Background: an optimization exercise with open tools, aiming at small area, a short achievable clock period and few clock cycles. Do not read the settings as production practice. For this run, only the layout was checked, not whether the RTL still works. No activity file was given, so power comes from the tool's default toggle rates.

## flow/config.mk

```make
export PLATFORM = sky130hd
export DESIGN_NAME = modular_reduction
export DESIGN_NICKNAME = modular_reduction
export VERILOG_FILES = /design/flow/design.v
export SDC_FILE = /design/flow/constraint.sdc
export NUM_CORES = 4
export LEC_CHECK = 0
export ABC_AREA = 1
export CAP_MARGIN = 20
export CORE_MARGIN = 2
export CORE_UTILIZATION = 40
export SETUP_SLACK_MARGIN = 0.8
export SLEW_MARGIN = 20
```

## flow/constraint.sdc

```tcl
create_clock -name core_clock -period 5.0 [get_ports {clk}]
set_input_delay 1.0000 -clock core_clock [delete_from_list [all_inputs] [get_ports {clk}]]
set_output_delay 1.0000 -clock core_clock [all_outputs]
set_load 0.01 [all_outputs]
```

## flow/design.v

```verilog
module modular_reduction #(
    parameter DATA_WIDTH = 48,
    parameter Q_WIDTH    = 23
) (
    input  wire clk,
    input  wire rst_n,
    input  wire start,
    output reg  done,
    input  wire [DATA_WIDTH-1:0] data_in,
    output wire [Q_WIDTH-1:0]    data_out
);
  wire [47:0] x = data_in;
  wire [47:0] nx = ~data_in;
  wire ks0, kc0, ks1, kc1, ks2, kc2, ks3, kc3, ks4, kc4, ks5, kc5, ks6, kc6, ks7, kc7, ks8, kc8, ks9, kc9, ks10, kc10, ks11, kc11, ks12, kc12, ks13, kc13, ks14, kc14, ks15, kc15, ks16, kc16, fs0, fc0, hs0, hc0, hs1, hc1, fs1, fc1, fs2, fc2, fs3, fc3, hs2, hc2, fs4, fc4, fs5, fc5, fs6, fc6, hs3, hc3, fs7, fc7, hs4, hc4, hs5, hc5, hs6, hc6, hs7, hc7, hs8, hc8, fs8, fc8, fs9, fc9, fs10, fc10, fs11, fc11, hs9, hc9, hs10, hc10, hs11, hc11, hs12, hc12, hs13, hc13, hs14, hc14, hs15, hc15, hs16, hc16, fs12, fc12, fs13, fc13, fs14, fc14, fs15, fc15, fs16, fc16, fs17, fc17, fs18, fc18, fs19, fc19, fs20, fc20, fs21, fc21, hs17, hc17, fs22, fc22, fs23, fc23, fs24, fc24, fs25, fc25, fs26, fc26, fs27, fc27, fs28, fc28, fs29, fc29, fs30, fc30, fs31, fc31, fs32, fc32, fs33, fc33, fs34, fc34, fs35, fc35, fs36, fc36, fs37, fc37, fs38, fc38, fs39, fc39, fs40, fc40, fs41, fc41, fs42, fc42, fs43, fc43, fs44, fc44;
  assign ks0 = x[23] ^ x[33];
  assign kc0 = x[23] & x[33];
  assign ks1 = x[25] ^ x[35];
  assign kc1 = x[25] & x[35];
  assign ks2 = x[28] ^ x[38];
  assign kc2 = x[28] & x[38];
  assign ks3 = x[29] ^ x[39];
  assign kc3 = x[29] & x[39];
  assign ks4 = x[30] ^ x[40];
  assign kc4 = x[30] & x[40];
  assign ks5 = x[31] ^ x[41];
  assign kc5 = x[31] & x[41];
  assign ks6 = x[32] ^ x[42];
  assign kc6 = x[32] & x[42];
  assign ks7 = x[33] ^ x[43];
  assign kc7 = x[33] & x[43];
  assign ks8 = x[34] ^ x[44];
  assign kc8 = x[34] & x[44];
  assign ks9 = x[35] ^ x[45];
  assign kc9 = x[35] & x[45];
  assign ks10 = x[37] ^ x[46];
  assign kc10 = x[37] & x[46];
  assign ks11 = x[38] ^ x[47];
  assign kc11 = x[38] & x[47];
  assign ks12 = x[41] ^ x[40];
  assign kc12 = x[41] & x[40];
  assign ks13 = x[42] ^ kc12;
  assign kc13 = x[42] & kc12;
  assign ks14 = x[43] ^ kc13;
  assign kc14 = x[43] & kc13;
  assign ks15 = x[44] ^ kc14;
  assign kc15 = x[44] & kc14;
  assign ks16 = x[45] ^ kc15;
  assign kc16 = x[45] & kc15;
  fa3 u_fs0 (.a(x[24]), .b(x[34]), .c(x[44]), .s(fs0), .co(fc0));
  assign hs0 = ~x[26] ^ ~x[36];
  assign hc0 = ~x[26] & ~x[36];
  assign hs1 = ~x[27] ^ ~x[37];
  assign hc1 = ~x[27] & ~x[37];
  fa3 u_fs1 (.a(x[13]), .b(x[23]), .c(x[33]), .s(fs1), .co(fc1));
  fa3 u_fs2 (.a(x[14]), .b(x[24]), .c(x[34]), .s(fs2), .co(fc2));
  fa3 u_fs3 (.a(x[15]), .b(x[25]), .c(x[35]), .s(fs3), .co(fc3));
  assign hs2 = x[45] ^ ~kc10;
  assign hc2 = x[45] & ~kc10;
  fa3 u_fs4 (.a(x[16]), .b(x[26]), .c(x[36]), .s(fs4), .co(fc4));
  fa3 u_fs5 (.a(x[39]), .b(~x[46]), .c(kc11), .s(fs5), .co(fc5));
  fa3 u_fs6 (.a(x[17]), .b(x[27]), .c(x[37]), .s(fs6), .co(fc6));
  assign hs3 = x[40] ^ x[47];
  assign hc3 = x[40] & x[47];
  fa3 u_fs7 (.a(x[18]), .b(x[28]), .c(x[38]), .s(fs7), .co(fc7));
  assign hs4 = x[19] ^ x[29];
  assign hc4 = x[19] & x[29];
  assign hs5 = x[20] ^ x[30];
  assign hc5 = x[20] & x[30];
  assign hs6 = x[21] ^ x[31];
  assign hc6 = x[21] & x[31];
  assign hs7 = x[22] ^ x[32];
  assign hc7 = x[22] & x[32];
  assign hs8 = x[0] ^ x[46];
  assign hc8 = x[0] & x[46];
  fa3 u_fs8 (.a(x[1]), .b(x[47]), .c(~kc0), .s(fs8), .co(fc8));
  fa3 u_fs9 (.a(x[45]), .b(ks1), .c(fc0), .s(fs9), .co(fc9));
  fa3 u_fs10 (.a(~x[3]), .b(x[46]), .c(kc1), .s(fs10), .co(fc10));
  fa3 u_fs11 (.a(x[4]), .b(hc0), .c(hs1), .s(fs11), .co(fc11));
  assign hs9 = x[5] ^ hc1;
  assign hc9 = x[5] & hc1;
  assign hs10 = x[6] ^ ~kc2;
  assign hc10 = x[6] & ~kc2;
  assign hs11 = x[7] ^ ~kc3;
  assign hc11 = x[7] & ~kc3;
  assign hs12 = x[8] ^ ~kc4;
  assign hc12 = x[8] & ~kc4;
  assign hs13 = x[9] ^ ~kc5;
  assign hc13 = x[9] & ~kc5;
  assign hs14 = x[10] ^ ~kc6;
  assign hc14 = x[10] & ~kc6;
  assign hs15 = x[11] ^ ~kc7;
  assign hc15 = x[11] & ~kc7;
  assign hs16 = x[12] ^ ~kc8;
  assign hc16 = x[12] & ~kc8;
  fa3 u_fs12 (.a(x[36]), .b(~x[43]), .c(kc9), .s(fs12), .co(fc12));
  fa3 u_fs13 (.a(x[44]), .b(fc1), .c(fs2), .s(fs13), .co(fc13));
  fa3 u_fs14 (.a(fc2), .b(fs3), .c(hs2), .s(fs14), .co(fc14));
  fa3 u_fs15 (.a(fc3), .b(hc2), .c(fs4), .s(fs15), .co(fc15));
  fa3 u_fs16 (.a(hs3), .b(fc4), .c(fs6), .s(fs16), .co(fc16));
  fa3 u_fs17 (.a(hc3), .b(fc6), .c(fs7), .s(fs17), .co(fc17));
  fa3 u_fs18 (.a(x[39]), .b(hs4), .c(fc7), .s(fs18), .co(fc18));
  fa3 u_fs19 (.a(x[40]), .b(hc4), .c(hs5), .s(fs19), .co(fc19));
  fa3 u_fs20 (.a(x[41]), .b(hc5), .c(hs6), .s(fs20), .co(fc20));
  fa3 u_fs21 (.a(x[42]), .b(hc6), .c(hs7), .s(fs21), .co(fc21));
  assign hs17 = ~x[43] ^ hs8;
  assign hc17 = ~x[43] & hs8;
  fa3 u_fs22 (.a(hc8), .b(~fs0), .c(fs8), .s(fs22), .co(fc22));
  fa3 u_fs23 (.a(x[2]), .b(fc8), .c(~fs9), .s(fs23), .co(fc23));
  fa3 u_fs24 (.a(~hs0), .b(fs10), .c(fc9), .s(fs24), .co(fc24));
  fa3 u_fs25 (.a(x[47]), .b(fc10), .c(~fs11), .s(fs25), .co(fc25));
  fa3 u_fs26 (.a(~ks2), .b(hs9), .c(fc11), .s(fs26), .co(fc26));
  fa3 u_fs27 (.a(~ks3), .b(hc9), .c(hs10), .s(fs27), .co(fc27));
  fa3 u_fs28 (.a(~ks4), .b(hc10), .c(hs11), .s(fs28), .co(fc28));
  fa3 u_fs29 (.a(~ks5), .b(hc11), .c(hs12), .s(fs29), .co(fc29));
  fa3 u_fs30 (.a(~ks6), .b(hc12), .c(hs13), .s(fs30), .co(fc30));
  fa3 u_fs31 (.a(~ks7), .b(hc13), .c(hs14), .s(fs31), .co(fc31));
  fa3 u_fs32 (.a(~ks8), .b(hc14), .c(hs15), .s(fs32), .co(fc32));
  fa3 u_fs33 (.a(~ks9), .b(hc15), .c(hs16), .s(fs33), .co(fc33));
  fa3 u_fs34 (.a(hc16), .b(fs1), .c(~fs12), .s(fs34), .co(fc34));
  fa3 u_fs35 (.a(ks10), .b(fc12), .c(~fs13), .s(fs35), .co(fc35));
  fa3 u_fs36 (.a(~ks11), .b(fc13), .c(fs14), .s(fs36), .co(fc36));
  fa3 u_fs37 (.a(~fs5), .b(fc14), .c(fs15), .s(fs37), .co(fc37));
  fa3 u_fs38 (.a(~fc5), .b(fc15), .c(fs16), .s(fs38), .co(fc38));
  fa3 u_fs39 (.a(~ks12), .b(fc16), .c(fs17), .s(fs39), .co(fc39));
  fa3 u_fs40 (.a(~ks13), .b(fc17), .c(fs18), .s(fs40), .co(fc40));
  fa3 u_fs41 (.a(~ks14), .b(fs19), .c(fc18), .s(fs41), .co(fc41));
  fa3 u_fs42 (.a(fc19), .b(fs20), .c(~ks15), .s(fs42), .co(fc42));
  fa3 u_fs43 (.a(fc20), .b(fs21), .c(~ks16), .s(fs43), .co(fc43));
  fa3 u_fs44 (.a(hc7), .b(fc21), .c(~kc16), .s(fs44), .co(fc44));
  wire [25:0] ra = {1'b0, fc44, fc43, fc42, fc41, fc40, fc39, fc38, fc37, fc36, ~fc35, fc34, fc33, fc32, fc31, fc30, fc29, fc28, fc27, fc26, ~fc25, ~fc24, fc23, fc22, hc17, hs17};
  wire [25:0] rb = {1'b0, 1'b0, fs44, fs43, fs42, fs41, fs40, fs39, fs38, fs37, fs36, ~fs35, fs34, fs33, fs32, fs31, fs30, fs29, fs28, fs27, fs26, ~fs25, ~fs24, fs23, fs22, ~ks0};
  wire [25:0] y_next;
  wire [25:0] g0 = ra & rb;
  wire [25:0] p0 = ra ^ rb;
  wire G0_1 = g0[1] | (p0[1] & g0[0]);
  wire G0_2 = g0[2] | (p0[2] & g0[1]);
  wire P0_2 = p0[2] & p0[1];
  wire G0_3 = g0[3] | (p0[3] & g0[2]);
  wire P0_3 = p0[3] & p0[2];
  wire G0_4 = g0[4] | (p0[4] & g0[3]);
  wire P0_4 = p0[4] & p0[3];
  wire G0_5 = g0[5] | (p0[5] & g0[4]);
  wire P0_5 = p0[5] & p0[4];
  wire G0_6 = g0[6] | (p0[6] & g0[5]);
  wire P0_6 = p0[6] & p0[5];
  wire G0_7 = g0[7] | (p0[7] & g0[6]);
  wire P0_7 = p0[7] & p0[6];
  wire G0_8 = g0[8] | (p0[8] & g0[7]);
  wire P0_8 = p0[8] & p0[7];
  wire G0_9 = g0[9] | (p0[9] & g0[8]);
  wire P0_9 = p0[9] & p0[8];
  wire G0_10 = g0[10] | (p0[10] & g0[9]);
  wire P0_10 = p0[10] & p0[9];
  wire G0_11 = g0[11] | (p0[11] & g0[10]);
  wire P0_11 = p0[11] & p0[10];
  wire G0_12 = g0[12] | (p0[12] & g0[11]);
  wire P0_12 = p0[12] & p0[11];
  wire G0_13 = g0[13] | (p0[13] & g0[12]);
  wire P0_13 = p0[13] & p0[12];
  wire G0_14 = g0[14] | (p0[14] & g0[13]);
  wire P0_14 = p0[14] & p0[13];
  wire G0_15 = g0[15] | (p0[15] & g0[14]);
  wire P0_15 = p0[15] & p0[14];
  wire G0_16 = g0[16] | (p0[16] & g0[15]);
  wire P0_16 = p0[16] & p0[15];
  wire G0_17 = g0[17] | (p0[17] & g0[16]);
  wire P0_17 = p0[17] & p0[16];
  wire G0_18 = g0[18] | (p0[18] & g0[17]);
  wire P0_18 = p0[18] & p0[17];
  wire G0_19 = g0[19] | (p0[19] & g0[18]);
  wire P0_19 = p0[19] & p0[18];
  wire G0_20 = g0[20] | (p0[20] & g0[19]);
  wire P0_20 = p0[20] & p0[19];
  wire G0_21 = g0[21] | (p0[21] & g0[20]);
  wire P0_21 = p0[21] & p0[20];
  wire G0_22 = g0[22] | (p0[22] & g0[21]);
  wire P0_22 = p0[22] & p0[21];
  wire G0_23 = g0[23] | (p0[23] & g0[22]);
  wire P0_23 = p0[23] & p0[22];
  wire G0_24 = g0[24] | (p0[24] & g0[23]);
  wire P0_24 = p0[24] & p0[23];
  wire G0_25 = g0[25] | (p0[25] & g0[24]);
  wire P0_25 = p0[25] & p0[24];
  wire G1_2 = G0_2 | (P0_2 & g0[0]);
  wire G1_3 = G0_3 | (P0_3 & G0_1);
  wire G1_4 = G0_4 | (P0_4 & G0_2);
  wire P1_4 = P0_4 & P0_2;
  wire G1_5 = G0_5 | (P0_5 & G0_3);
  wire P1_5 = P0_5 & P0_3;
  wire G1_6 = G0_6 | (P0_6 & G0_4);
  wire P1_6 = P0_6 & P0_4;
  wire G1_7 = G0_7 | (P0_7 & G0_5);
  wire P1_7 = P0_7 & P0_5;
  wire G1_8 = G0_8 | (P0_8 & G0_6);
  wire P1_8 = P0_8 & P0_6;
  wire G1_9 = G0_9 | (P0_9 & G0_7);
  wire P1_9 = P0_9 & P0_7;
  wire G1_10 = G0_10 | (P0_10 & G0_8);
  wire P1_10 = P0_10 & P0_8;
  wire G1_11 = G0_11 | (P0_11 & G0_9);
  wire P1_11 = P0_11 & P0_9;
  wire G1_12 = G0_12 | (P0_12 & G0_10);
  wire P1_12 = P0_12 & P0_10;
  wire G1_13 = G0_13 | (P0_13 & G0_11);
  wire P1_13 = P0_13 & P0_11;
  wire G1_14 = G0_14 | (P0_14 & G0_12);
  wire P1_14 = P0_14 & P0_12;
  wire G1_15 = G0_15 | (P0_15 & G0_13);
  wire P1_15 = P0_15 & P0_13;
  wire G1_16 = G0_16 | (P0_16 & G0_14);
  wire P1_16 = P0_16 & P0_14;
  wire G1_17 = G0_17 | (P0_17 & G0_15);
  wire P1_17 = P0_17 & P0_15;
  wire G1_18 = G0_18 | (P0_18 & G0_16);
  wire P1_18 = P0_18 & P0_16;
  wire G1_19 = G0_19 | (P0_19 & G0_17);
  wire P1_19 = P0_19 & P0_17;
  wire G1_20 = G0_20 | (P0_20 & G0_18);
  wire P1_20 = P0_20 & P0_18;
  wire G1_21 = G0_21 | (P0_21 & G0_19);
  wire P1_21 = P0_21 & P0_19;
  wire G1_22 = G0_22 | (P0_22 & G0_20);
  wire P1_22 = P0_22 & P0_20;
  wire G1_23 = G0_23 | (P0_23 & G0_21);
  wire P1_23 = P0_23 & P0_21;
  wire G1_24 = G0_24 | (P0_24 & G0_22);
  wire P1_24 = P0_24 & P0_22;
  wire G1_25 = G0_25 | (P0_25 & G0_23);
  wire P1_25 = P0_25 & P0_23;
  wire G2_4 = G1_4 | (P1_4 & g0[0]);
  wire G2_5 = G1_5 | (P1_5 & G0_1);
  wire G2_6 = G1_6 | (P1_6 & G1_2);
  wire G2_7 = G1_7 | (P1_7 & G1_3);
  wire G2_8 = G1_8 | (P1_8 & G1_4);
  wire P2_8 = P1_8 & P1_4;
  wire G2_9 = G1_9 | (P1_9 & G1_5);
  wire P2_9 = P1_9 & P1_5;
  wire G2_10 = G1_10 | (P1_10 & G1_6);
  wire P2_10 = P1_10 & P1_6;
  wire G2_11 = G1_11 | (P1_11 & G1_7);
  wire P2_11 = P1_11 & P1_7;
  wire G2_12 = G1_12 | (P1_12 & G1_8);
  wire P2_12 = P1_12 & P1_8;
  wire G2_13 = G1_13 | (P1_13 & G1_9);
  wire P2_13 = P1_13 & P1_9;
  wire G2_14 = G1_14 | (P1_14 & G1_10);
  wire P2_14 = P1_14 & P1_10;
  wire G2_15 = G1_15 | (P1_15 & G1_11);
  wire P2_15 = P1_15 & P1_11;
  wire G2_16 = G1_16 | (P1_16 & G1_12);
  wire P2_16 = P1_16 & P1_12;
  wire G2_17 = G1_17 | (P1_17 & G1_13);
  wire P2_17 = P1_17 & P1_13;
  wire G2_18 = G1_18 | (P1_18 & G1_14);
  wire P2_18 = P1_18 & P1_14;
  wire G2_19 = G1_19 | (P1_19 & G1_15);
  wire P2_19 = P1_19 & P1_15;
  wire G2_20 = G1_20 | (P1_20 & G1_16);
  wire P2_20 = P1_20 & P1_16;
  wire G2_21 = G1_21 | (P1_21 & G1_17);
  wire P2_21 = P1_21 & P1_17;
  wire G2_22 = G1_22 | (P1_22 & G1_18);
  wire P2_22 = P1_22 & P1_18;
  wire G2_23 = G1_23 | (P1_23 & G1_19);
  wire P2_23 = P1_23 & P1_19;
  wire G2_24 = G1_24 | (P1_24 & G1_20);
  wire P2_24 = P1_24 & P1_20;
  wire G2_25 = G1_25 | (P1_25 & G1_21);
  wire P2_25 = P1_25 & P1_21;
  wire G3_8 = G2_8 | (P2_8 & g0[0]);
  wire G3_9 = G2_9 | (P2_9 & G0_1);
  wire G3_10 = G2_10 | (P2_10 & G1_2);
  wire G3_11 = G2_11 | (P2_11 & G1_3);
  wire G3_12 = G2_12 | (P2_12 & G2_4);
  wire G3_13 = G2_13 | (P2_13 & G2_5);
  wire G3_14 = G2_14 | (P2_14 & G2_6);
  wire G3_15 = G2_15 | (P2_15 & G2_7);
  wire G3_16 = G2_16 | (P2_16 & G2_8);
  wire P3_16 = P2_16 & P2_8;
  wire G3_17 = G2_17 | (P2_17 & G2_9);
  wire P3_17 = P2_17 & P2_9;
  wire G3_18 = G2_18 | (P2_18 & G2_10);
  wire P3_18 = P2_18 & P2_10;
  wire G3_19 = G2_19 | (P2_19 & G2_11);
  wire P3_19 = P2_19 & P2_11;
  wire G3_20 = G2_20 | (P2_20 & G2_12);
  wire P3_20 = P2_20 & P2_12;
  wire G3_21 = G2_21 | (P2_21 & G2_13);
  wire P3_21 = P2_21 & P2_13;
  wire G3_22 = G2_22 | (P2_22 & G2_14);
  wire P3_22 = P2_22 & P2_14;
  wire G3_23 = G2_23 | (P2_23 & G2_15);
  wire P3_23 = P2_23 & P2_15;
  wire G3_24 = G2_24 | (P2_24 & G2_16);
  wire P3_24 = P2_24 & P2_16;
  wire G3_25 = G2_25 | (P2_25 & G2_17);
  wire P3_25 = P2_25 & P2_17;
  wire G4_16 = G3_16 | (P3_16 & g0[0]);
  wire G4_17 = G3_17 | (P3_17 & G0_1);
  wire G4_18 = G3_18 | (P3_18 & G1_2);
  wire G4_19 = G3_19 | (P3_19 & G1_3);
  wire G4_20 = G3_20 | (P3_20 & G2_4);
  wire G4_21 = G3_21 | (P3_21 & G2_5);
  wire G4_22 = G3_22 | (P3_22 & G2_6);
  wire G4_23 = G3_23 | (P3_23 & G2_7);
  wire G4_24 = G3_24 | (P3_24 & G3_8);
  wire G4_25 = G3_25 | (P3_25 & G3_9);
  wire [25:0] cy = {G4_24, G4_23, G4_22, G4_21, G4_20, G4_19, G4_18, G4_17, G4_16, G3_15, G3_14, G3_13, G3_12, G3_11, G3_10, G3_9, G3_8, G2_7, G2_6, G2_5, G2_4, G1_3, G1_2, G0_1, g0[0], 1'b0};
  assign y_next = p0 ^ cy;
  reg [25:0] y;
  always @(posedge clk) begin
    y <= y_next;
  end
  always @(posedge clk or negedge rst_n) begin
    if (!rst_n) done <= 1'b0;
    else        done <= start;
  end
  wire [2:0]  yh = y[25:23];
  wire [9:0]  H  = y[22:13];
  wire [12:0] L  = y[12:0];
  wire        allH = &H[9:3];
  wire        Lnz  = |L[12:3];
  wire upc, up, b3, c16, b3_0, b3_1, b13_0, b13_1, c16_0, c16_1;
  wire [2:0] l3, h3, l3_0, l3_1, h3_0, h3_1;
  wire [3:0] dl0 = {1'b0, L[2:0]} - {1'b0, yh};           
  wire [3:0] dl1 = {1'b0, L[2:0]} - {1'b0, yh} - 4'd1;    
  wire [3:0] sh  = {1'b0, H[2:0]} + {1'b0, yh};           
  assign up = allH & (sh[3] | ((sh[2:0] == 3'd7) & (Lnz | (~dl0[3] & (|dl0[2:0])))));
  assign b3_0 = dl0[3];
  assign b3_1 = dl1[3];
  assign l3_0 = dl0[2:0];
  assign l3_1 = dl1[2:0];
  assign b13_0 = b3_0 & ~Lnz;
  assign b13_1 = b3_1 & ~Lnz;
  wire [3:0] sh0 = sh - {3'd0, b13_0};
  wire [3:0] sh1 = sh + 4'd1 - {3'd0, b13_1};
  assign c16_0 = sh0[3];
  assign c16_1 = sh1[3];
  assign h3_0 = sh0[2:0];
  assign h3_1 = sh1[2:0];
  assign b3 = up ? b3_1 : b3_0;
  assign l3 = up ? l3_1 : l3_0;
  assign c16 = up ? c16_1 : c16_0;
  assign h3 = up ? h3_1 : h3_0;
  wire [9:0]  fl;
  wire [9:0]  zl;                        
  genvar gi;
  assign zl[0] = 1'b1;
  generate
    for (gi = 1; gi < 10; gi = gi + 1) begin : g_zl
      assign zl[gi] = zl[gi-1] & ~L[gi+2];
    end
  endgenerate
  generate
    for (gi = 0; gi < 10; gi = gi + 1) begin : g_dec
      if (gi == 0) begin : g0
        assign fl[gi] = b3;
      end else begin : gn
        assign fl[gi] = b3 & zl[gi];
      end
    end
  endgenerate
  wire [9:0]  mid = L[12:3] ^ fl;
  wire [6:0]  fh;
  wire [6:0]  ah;                        
  assign ah[0] = 1'b1;
  generate
    for (gi = 1; gi < 7; gi = gi + 1) begin : g_ah
      assign ah[gi] = ah[gi-1] & H[gi+2];
    end
  endgenerate
  generate
    for (gi = 0; gi < 7; gi = gi + 1) begin : g_inc
      if (gi == 0) begin : g0
        assign fh[gi] = c16;
      end else begin : gn
        assign fh[gi] = c16 & ah[gi];
      end
    end
  endgenerate
  wire [6:0]  hi = H[9:3] ^ fh;
  assign data_out = {hi, h3, mid, l3};
endmodule
module fa3 (
    input  wire a,
    input  wire b,
    input  wire c,
    output wire s,
    output wire co
);
  assign s  = a ^ b ^ c;
  assign co = (a & b) | (a & c) | (b & c);
endmodule
```

## flow/flow/run.sh

```bash
#!/bin/bash
# Own layout flow: the standard flow with these changes.
#  - Synthesis: the standard flow's synthesis script, except that Yosys's extract_fa runs
#    only inside module fa3 (the RTL's full adder), which is kept as its own
#    module until the final flatten, so every fa3 becomes one
#    sky130_fd_sc_hd__fa_1 and all other logic is left to abc (no half adders
#    and no inverters forced around extracted adders). Everything else,
#    including the final flatten and renaming, is synth_recipe.tcl as given.
#  - If flow/abc.script exists, abc runs it instead of ORFS's abc script.
#  - Port buffers: plain sky130_fd_sc_hd__buf_1 instead of the buffer that
#    buffer_ports picks by itself (a 0.5 ns clkdlybuf4s50_1).
# Each tool's output goes to standard.log (make) and ORFS's own logs.
set -euo pipefail
W=$PWD
S="$FLOW_HOME/scripts/synth.tcl"
grep -q 'extract_fa {\*}\[dont_use_extract_fa_args\]' "$S"
grep -q '^  log_cmd abc {\*}$abc_args$' "$S"
ABC_SED=()
if [[ -f "$W/flow/abc.script" ]]; then
  ABC_SED=(-e "s#^  log_cmd abc {\*}\$abc_args\$#  lset abc_args 1 $W/flow/abc.script\n  log_cmd abc {*}\$abc_args#")
fi
sed -e 's/extract_fa {\*}\[dont_use_extract_fa_args\]/extract_fa -fa fa3/' "${ABC_SED[@]}" \
  "$S" > "$W/own_synth_body.tcl"
sed "s#source \$::env(SCRIPTS_DIR)/synth.tcl#source $W/own_synth_body.tcl#" \
  "$W/synth_recipe.tcl" > "$W/own_synth.tcl"
grep -q "own_synth_body.tcl" "$W/own_synth.tcl"
bash standard.sh "SYNTH_SCRIPT=$W/own_synth.tcl" "SYNTH_KEEP_MODULES=fa3" \
  "BUFFER_PORTS_ARGS=-buffer_cell sky130_fd_sc_hd__buf_1" finish > standard.log 2>&1
```

## flow/flow/abc.script

```
&get -n
&st
&dch
&nf -a
&put
topo
stime -c
buffer -c
upsize -c
dnsize -c
```

## flow/standard.sh

```bash
#!/bin/bash
# synth_recipe.tcl (not shown) runs the flow's synth.tcl, then flattens the netlist and writes it again
# the make line also repeats each setting of config.mk as NAME=value (left out here)
make -C /OpenROAD-flow-scripts/flow DESIGN_CONFIG=/design/flow/config.mk WORK_HOME=/design/flow/orfs CLKGATE_MAP_FILE= SYNTH_SCRIPT=/design/flow/synth_recipe.tcl "${@:-finish}"
```

==> results.py <==
metrics = {
    "timing": {
        "tightest_slew_ns": 0.653,
        "slew_headroom_pct": 56.2,
        "rsz0062_at_grt": "false",
        "setup_viol": 0,
        "fin_tns_setup_ns": 0,
        "slew_viol_final": 0,
        "fmax_mhz": 245,
        "fin_crit_ns": 4.08,
        "hold_violations": 0,
        "fin_crit_sh_pct": 81.5,
    },
    "global_route": {
        "grt_max_degree": 15,
        "grt_pass1_vias": 3457,
        "grt_pass1_wl_um": 16300,
        "overflow": 0,
        "grt.total_usage_pct": 19.7,
        "antenna_found_initial": 0,
    },
    "routing": {
        "drc": 0,
        "initialDrtViolationCount": 167,
        "ant_nets": 0,
        "wl_um": 10100,
        "wl_per_cell_um": 14.5,
        "firstDrtPassIters": 5,
        "viasPerCell": 5.00,
        "num_vias": 3479,
    },
    "floorplan": {
        "die_width_um": 103,
        "die_y_um": 103,
        "start_util_pct": 40.7,
        "io_pins": 75,
        "core_area_sq_um": 9640,
        "die_area_sq_um": 10600,
        "std_cell_rows": 36,
    },
    "placement": {
        "gp_congestion": 0.901,
        "dp.final_hpwl_um": 9150,
        "place_area_sq_um": 4370,
        "io_buffer_count": 74,
    },
    "critical_path": {
        "crit_path_end_kind": "flop",
        "crit_type": "in2reg",
        "cp-start-kind": "input port",
        "cp.required_ns": 5.16,
        "crit_arrival_ns": 4.24,
        "crit_fanout": 5,
    },
    "synth": {
        "ys_ff_latch": 27,
        "avgSynthCellArea_sq_um": 8.07,
        "synth_top_cell_by_area": "fa_1",
        "async_flop_share_pct": 3.70,
        "synth_ff_type": "dfxtp_1",
        "syn-cell-area_sq_um": 3920,
        "ys_seq_area_share_pct": 13.9,
        "synthCells": 486,
        "yosysUniqueCellTypes": 44,
        "synth_top_cell_area_share_pct": 23.0,
        "synth_area_leaders": "fa_1, xnor2_1, dfxtp_1",
        "syn-num-nets": 582,
        "yosysWarnings": 1,
        "synth_edf_count": 0,
    },
    "clocking": {
        "cts_root_buf": "clkbuf_8",
        "post-cts-setup-buffers": 0,
        "clk_pin_slew_ns": 0.08,
        "cts.sinks": 27,
        "numCtsBuffers": 3,
        "postCtsHoldBufs": 0,
        "clockBufferDepth": 2,
        "htree_levels": 1,
        "tritoncts": "yes",
    },
    "power": {
        "power_leakage_nw": 1.63,
        "vdd_drop_max_mv": 0.228,
        "power_density_nw_per_um2": 558,
    },
    "flow_run": {
        "drv_cap": 0,
    },
    "cells_and_area": {
        "syn_to_final_growth_pct": 13.8,
        "seq_area_sq_um": 546,
        "postLayoutCoreUtil_pct": 46.3,
        "drive_gt1_share_pct": 4.62,
        "nets": 660,
        "diodes": 0,
        "stdcell_area_sq_um": 4470,
        "multiInputGateArea_sq_um": 3340,
        "filler_cell_count": 1020,
    },
    "hold_path": {
        "hp-class": "in2async",
    },
    "run_status": {
        "status": "timing/DRC/antenna clean",
    },
}
==> flip-flops by register name, summed over array words and instances, names as in the netlist <==
name	cells
y	26
done	1
==> cell type report <==
| class | instances | area share, % |
|---|---|---|
| multi-input cells | 437 | 74.8 |
| flip-flops and latches | 27 | 12.2 |
| repair buffers | 77 | 6.78 |
| well taps | 133 | 3.73 |
| inverters | 18 | 1.51 |
| clock buffers | 4 | 1.01 |
==> Yosys stat by module (local to each module, per instance) <==
module / times used / cells
modular_reduction: 1 / 441
fa3: 45 / 1
==> where the power goes <==
part | switching [mW] | total, mW | internal (mW) | leakage [nW]
registers | 0.105 | 0.444 | 0.339 | 0.231
logic | 1.15 | 1.93 | 0.786 | 1.37
clock network | 0.0588 | 0.116 | 0.0568 | 0.0228
==> worst max-delay path, cell delays in order <==
cell	delay [ns]
buf_1	0.20
fa_1	0.48
fa_1	0.48
fa_1	0.59
xor2_2	0.25
o21ai_0	0.17
a21oi_1	0.17
o21ai_0	0.16
a221o_1	0.35
a31o_2	0.23
and2_1	0.15
==> per-stage QoR <==
step                hold slack, ns  power (mW)  std cells  setup WS, ns
floorplan                    0.704        1.85        486         0.990
global placement             0.766        2.32        692         0.617
detailed placement           0.767        2.34        692         0.575
CTS                          0.477        2.46        696         0.862
global route                 0.466        2.76        696         0.790
finish                       0.483        2.49        696         0.923
==> synth_stat cells (2+ instances only) <==
| library cell | instances |
|---|---|
| o21ai_0 | 35 |
| a21o_1 | 5 |
| xor2_1 | 23 |
| inv_1 | 18 |
| maj3_2 | 2 |
| nor4_1 | 5 |
| and2_1 | 22 |
| or2_2 | 2 |
| a31oi_1 | 5 |
| nor2b_1 | 2 |
| a211oi_1 | 3 |
| nand2b_1 | 6 |
| nor2_1 | 80 |
| nand4_1 | 6 |
| nand2_1 | 53 |
| o31a_1 | 2 |
| a31o_2 | 3 |
| o21a_1 | 2 |
| dfxtp_1 | 26 |
| a21oi_1 | 28 |
| o31ai_1 | 2 |
| fa_1 | 45 |
| a221o_1 | 2 |
| nand4b_1 | 2 |
| o21bai_1 | 2 |
| xnor2_1 | 73 |
| clkbuf_1 | 3 |
| nand3b_1 | 2 |
| and3_1 | 2 |
| nand3_1 | 11 |
==> logic make-up (layout without fill, tap and decap cells) <==
kind of cell | count (synthesis) | after routing | synth area share, %
AND/OR/NAND/NOR | 195 | 195 | 22.6
AO/OA/AOI/OAI | 97 | 97 | 15.4
XOR/XNOR | 97 | 97 | 22.0
adder cells (fa/ha/maj) | 48 | 48 | 23.8
flip-flops | 27 | 27 | 13.9
buffers and inverters | 22 | 99 | 2.30
==> repair_timing <==
action,CTS,global route
setup endpoints to repair,0,7
resized for setup,0,9
endpoints found under the hold margin,0,0
==> worst paths after layout <==
kind / start / end / cells after the start
setup / recovery: data_in[35] / y[25]$_DFF_P_ / 11
hold / removal: rst_n / done$_DFF_PN0_ / 1
max in group asynchronous: rst_n / done$_DFF_PN0_ / 1
min in group core_clock: start / done$_DFF_PN0_ / 1
==> cells in the final DEF (no fill, tap or decap), types with 4 or more instances in the layout <==
master     n
a21o_1     5
xnor2_1   69
a31oi_1    5
nor4_1     4
xor2_1    21
buf_1     72
nand4_1    6
o21ai_0   35
nor2_1    80
xnor2_2    4
dfxtp_1   26
nand3_1   11
and2_1    22
nand2b_1   6
fa_1      45
a21oi_1   28
inv_1     18
nand2_1   53
==> metal layers <==
layer,vias up,global-route usage [%],routed length [um]
met3,12,1.15,343
met2,111,34.7,4870
met5,-,0,0
li1,1779,-,-
met4,0,5.16,210
met1,1577,26.3,4650

what the ideal ports hide:
No port has a modelled driver above. Below, the same layout with a new extraction and two added sets of constraints.
Step 1 assumes that a clkbuf_16 drives the clock port and a buf_2 every other input.
Step 2 times the ports against the registers' clock, not the clock port: input delays grow and output delays shrink by t, the midpoint of the rising clock arrivals with the driver on.
a / b / c = ideal / step 1 / step 2; a / b = the first two.
t (ns): 0.285
setup slack, ns: 0.923 / 0.923 / 0.638
latest minus earliest clock arrival (ns): 0.003 / 0.003
worst register clock-pin slew, ns: 0.08 / 0.08
worst data-port slew with drivers (ns): 0.04
After both steps setup and hold are still met in this run. For this run, drivers alone change the setup slack by 0.000 ns; drivers and shift together by -0.285 ns.
